From an optimization exercise on the open Yosys and OpenROAD flow, aimed at small area and a short achievable clock period; shortcuts taken in it are not production practice. RTL that was checked went through simulation tests only; none was proved equivalent to the original.

## pipelined_array_multiplier
module pipelined_array_multiplier (
    input  logic        clk_i,
    input  logic        clk_en_i,
    input  logic        rst_n_i,
    input  logic [31:0] multiplicand_i,
    input  logic [31:0] multiplier_i,
    input  logic        data_valid_i,
    output logic [63:0] product_o,
    output logic        data_valid_o
);
For scale: ~2800 cells after synthesis, ~320 flip-flops, ~0.036 mm2 of cells after synthesis.
clock: 11.0 ns
lec_check: 0
cap_margin: 20
core_margin: 2
core_utilization: 40
slew_margin: 20
synth_hierarchical: 1
synth_minimum_keep_size: 0
standard.sh (not shown) runs the stock make flow with config.mk's settings and CLKGATE_MAP_FILE= SYNTH_SCRIPT=/design/flow/synth_recipe.tcl, a recipe that flattens the netlist after the stock synthesis.
==> flow/flow/run.sh <==
#!/bin/bash
# Layout flow: the standard ORFS flow (standard.sh) with the standard
# synthesis unchanged, plus
#  - after floorplan, combinational cells downsized to their smallest drive
#    strength (flow/downsize.tcl), so that area is only spent where timing
#    repair asks for it;
#  - optionally, timing repair also right after detailed placement
#    (flow/place_repair.tcl);
#  - optionally a chosen buffer cell for the port buffers.
# Settings are in flow/settings.sh. Each tool's output goes to a log here.
set -euo pipefail
cd "$(dirname "$0")/.."
W=$PWD
source flow/settings.sh
args=()
if [[ "$DOWNSIZE" != "none" ]]; then
  args+=("POST_FLOORPLAN_TCL=$W/flow/downsize.tcl" "DOWNSIZE_FAMILIES=$DOWNSIZE")
fi
args+=("SETUP_SLACK_MARGIN=$SETUP_MARGIN")
if [[ "${PLACE_REPAIR:-0}" == 1 ]]; then
  args+=("POST_DETAIL_PLACE_TCL=$W/flow/place_repair.tcl")
fi
if [[ -n "$PORT_BUFFER" ]]; then
  args+=("BUFFER_PORTS_ARGS=-buffer_cell $PORT_BUFFER")
fi
args+=($EXTRA)
bash standard.sh synth > flow_synth.log 2>&1
bash standard.sh "${args[@]}" finish > flow_layout.log 2>&1
==> flow/flow/settings.sh <==
SETUP_MARGIN=7.5
DOWNSIZE="all"
PORT_BUFFER=sky130_fd_sc_hd__buf_2
PLACE_REPAIR=0
EXTRA="CTS_CLUSTER_SIZE=30 CTS_CLUSTER_DIAMETER=100 CORE_UTILIZATION=60"
Other scripts of this flow, unchanged in this note and not shown: flow/flow/downsize.tcl, flow/flow/place_repair.tcl
The starting point finished clean.
==> next run, changes <==
==> flow/flow/settings.sh (replaced) <==
SETUP_MARGIN=7.55
DOWNSIZE="all"
PORT_BUFFER=sky130_fd_sc_hd__buf_2
PLACE_REPAIR=0
EXTRA="CTS_CLUSTER_SIZE=30 CTS_CLUSTER_DIAMETER=100 CORE_UTILIZATION=55"
Effect: Count of clock-buffer cells in the layout is unchanged; sequential share of layout area goes down by 0.30 points; worst setup slack is better by 0.039 ns; wire length goes up slightly; non-clock buffer count goes up by 2; hold slack stays flat.
No functional check of the RTL was part of any run of this note.


pipelined_array_multiplier, a different RTL version from the one above (not shown whole).
For scale: roughly 2900 cells after synthesis, about 320 flip-flops, about 36000 um^2 of cells after synthesis.
export LEC_CHECK = 0
export CAP_MARGIN = 20
export CORE_MARGIN = 2
export CORE_UTILIZATION = 40
export SLEW_MARGIN = 20
export SYNTH_HIERARCHICAL = 1
export SYNTH_MINIMUM_KEEP_SIZE = 0
create_clock -name core_clock -period 11.0 [get_ports {clk_i}]
==> flow/flow/downsize.tcl <==
# Downsize combinational cells to the smallest drive strength of their
# family (same function and footprint). Timing repair later sizes the
# critical ones back up. Registers and clock cells are left alone.
# DOWNSIZE_FAMILIES: space-separated family names (e.g. a22oi), or "all".
set families [expr {[info exists ::env(DOWNSIZE_FAMILIES)] ? $::env(DOWNSIZE_FAMILIES) : "all"}]
set skip {^(dfxtp|dfxbp|dfrtp|dfrbp|dfstp|dfbbp|dfsbp|dfrtn|dfbbn|edfxtp|edfxbp|sdf.*|sedf.*|dl.*|clk.*|conb|tap.*|fill.*|decap.*|diode.*|probe.*|lpflow.*)$}
set smallest [dict create]
set count 0
foreach inst [get_cells *] {
  set ref [get_property $inst ref_name]
  if {![regexp {^sky130_fd_sc_hd__(.+)_(\d+)$} $ref -> fam drive]} { continue }
  if {[regexp $skip $fam]} { continue }
  if {$families ne "all" && [lsearch -exact $families $fam] < 0} { continue }
  if {![dict exists $smallest $fam]} {
    set best ""
    set best_area 1e9
    foreach lc [get_lib_cells sky130_fd_sc_hd__${fam}_*] {
      set name [get_property $lc name]
      if {![regexp "^sky130_fd_sc_hd__${fam}_\\d+\$" $name]} { continue }
      if {[get_property $lc dont_use]} { continue }
      set a [get_property $lc area]
      if {$a < $best_area} { set best $name; set best_area $a }
    }
    dict set smallest $fam $best
  }
  set to [dict get $smallest $fam]
  if {$to ne "" && $to ne $ref} {
    replace_cell $inst $to
    incr count
  }
}
puts "downsize: replaced $count cells"
==> flow/flow/place_repair.tcl <==
log_cmd estimate_parasitics -placement
repair_timing_helper -setup
detailed_placement
optimize_mirroring
log_cmd estimate_parasitics -placement
==> flow/flow/settings.sh <==
SETUP_MARGIN=7.6
DOWNSIZE="all"
PORT_BUFFER=sky130_fd_sc_hd__buf_2
PLACE_REPAIR=0
EXTRA="CTS_CLUSTER_SIZE=30 CTS_CLUSTER_DIAMETER=100 CORE_UTILIZATION=55"
Scripts as last shown in full above: flow/flow/run.sh
The baseline passed the timing, DRC and antenna checks.
Rerun with:
--- a/flow/flow/run.sh
+++ b/flow/flow/run.sh
@@ -5,6 +5,4 @@
 #    strength (flow/downsize.tcl), so that area is only spent where timing
 #    repair asks for it;
-#  - optionally, timing repair also right after detailed placement
-#    (flow/place_repair.tcl);
 #  - optionally a chosen buffer cell for the port buffers.
 # Settings are in flow/settings.sh. Each tool's output goes to a log here.
@@ -18,7 +16,4 @@
 fi
 args+=("SETUP_SLACK_MARGIN=$SETUP_MARGIN")
-if [[ "${PLACE_REPAIR:-0}" == 1 ]]; then
-  args+=("POST_DETAIL_PLACE_TCL=$W/flow/place_repair.tcl")
-fi
 if [[ -n "$PORT_BUFFER" ]]; then
   args+=("BUFFER_PORTS_ARGS=-buffer_cell $PORT_BUFFER")
==> flow/flow/settings.sh (replaced) <==
SETUP_MARGIN=7.35
DOWNSIZE="all"
PORT_BUFFER=sky130_fd_sc_hd__buf_2
EXTRA=""
removed: flow/flow/place_repair.tcl
The changed run went through all stages and came out clean.
Sequential cell count is unchanged.
Non-clock buffer count came out lower by 21.
Die area came out higher by well over a third.
Rerun with:
--- a/flow/flow/run.sh
+++ b/flow/flow/run.sh
@@ -5,4 +5,6 @@
 #    strength (flow/downsize.tcl), so that area is only spent where timing
 #    repair asks for it;
+#  - optionally, timing repair also right after detailed placement
+#    (flow/place_repair.tcl);
 #  - optionally a chosen buffer cell for the port buffers.
 # Settings are in flow/settings.sh. Each tool's output goes to a log here.
@@ -16,4 +18,7 @@
 fi
 args+=("SETUP_SLACK_MARGIN=$SETUP_MARGIN")
+if [[ "${PLACE_REPAIR:-0}" == 1 ]]; then
+  args+=("POST_DETAIL_PLACE_TCL=$W/flow/place_repair.tcl")
+fi
 if [[ -n "$PORT_BUFFER" ]]; then
   args+=("BUFFER_PORTS_ARGS=-buffer_cell $PORT_BUFFER")
==> flow/flow/place_repair.tcl (new file) <==
log_cmd estimate_parasitics -placement
repair_timing_helper -setup
detailed_placement
optimize_mirroring
log_cmd estimate_parasitics -placement
==> flow/flow/settings.sh (replaced) <==
SETUP_MARGIN=7.55
DOWNSIZE="all"
PORT_BUFFER=sky130_fd_sc_hd__buf_2
PLACE_REPAIR=0
EXTRA="CORE_UTILIZATION=55"
Routed wire length went down by 0.98%.
Design area rose by 1.6%.
Die area is lower by 27%.
Clock-buffer cell count decreases by 3.
Utilization grows by 17 points.
Via count went up by 2.3%.
Setup slack improves by 0.18 ns.
Synthesized cell count does not change.
Maximum frequency increases by 5.1%.

re-timing with driven ports:
No port has a modelled driver above. Below, the same layouts with a new extraction and two added sets of constraints. Step 1 sets driving cells, clkbuf_16 on the clock port and buf_2 on the other inputs (assumed; they add their load-dependent delay and slew). Step 2 also shifts input and output timing later by t, the mid clock arrival at the registers, as if the neighbouring blocks saw the same clock. Slacks: ideal / step 1 / step 2; pairs: ideal / step 1.
| run | shift t [ns] | slack for setup (ns) | hold slack, ns | worst setup path after step 2 | pins driven straight from the clock port |
|---|---|---|---|---|---|
| the first run of note 1 | 0.652 | 7.500 / 7.500 / 6.969 | 0.529 / 0.529 / 0.529 | input to register | 1 |
| the second run of note 1 | 0.641 | 7.539 / 7.539 / 6.996 | 0.531 / 0.531 / 0.531 | input to register | 1 |
| the first run of note 2 | 0.630 | 7.580 / 7.568 / 7.176 | 0.532 / 0.532 / 0.532 | input to register | 1 |
| the second run of note 2 | 0.653 | 7.347 / 7.347 / 6.870 | 0.523 / 0.523 / 0.523 | input to register | 1 |
| the third run of note 2 | 0.637 | 7.526 / 7.526 / 7.069 | 0.531 / 0.531 / 0.531 | input to register | 1 |
After both steps every run listed still meets setup and hold. The setup slack of the second run of note 1, which loses most, moves by 0.000 ns with the drivers and by -0.543 ns with both steps.
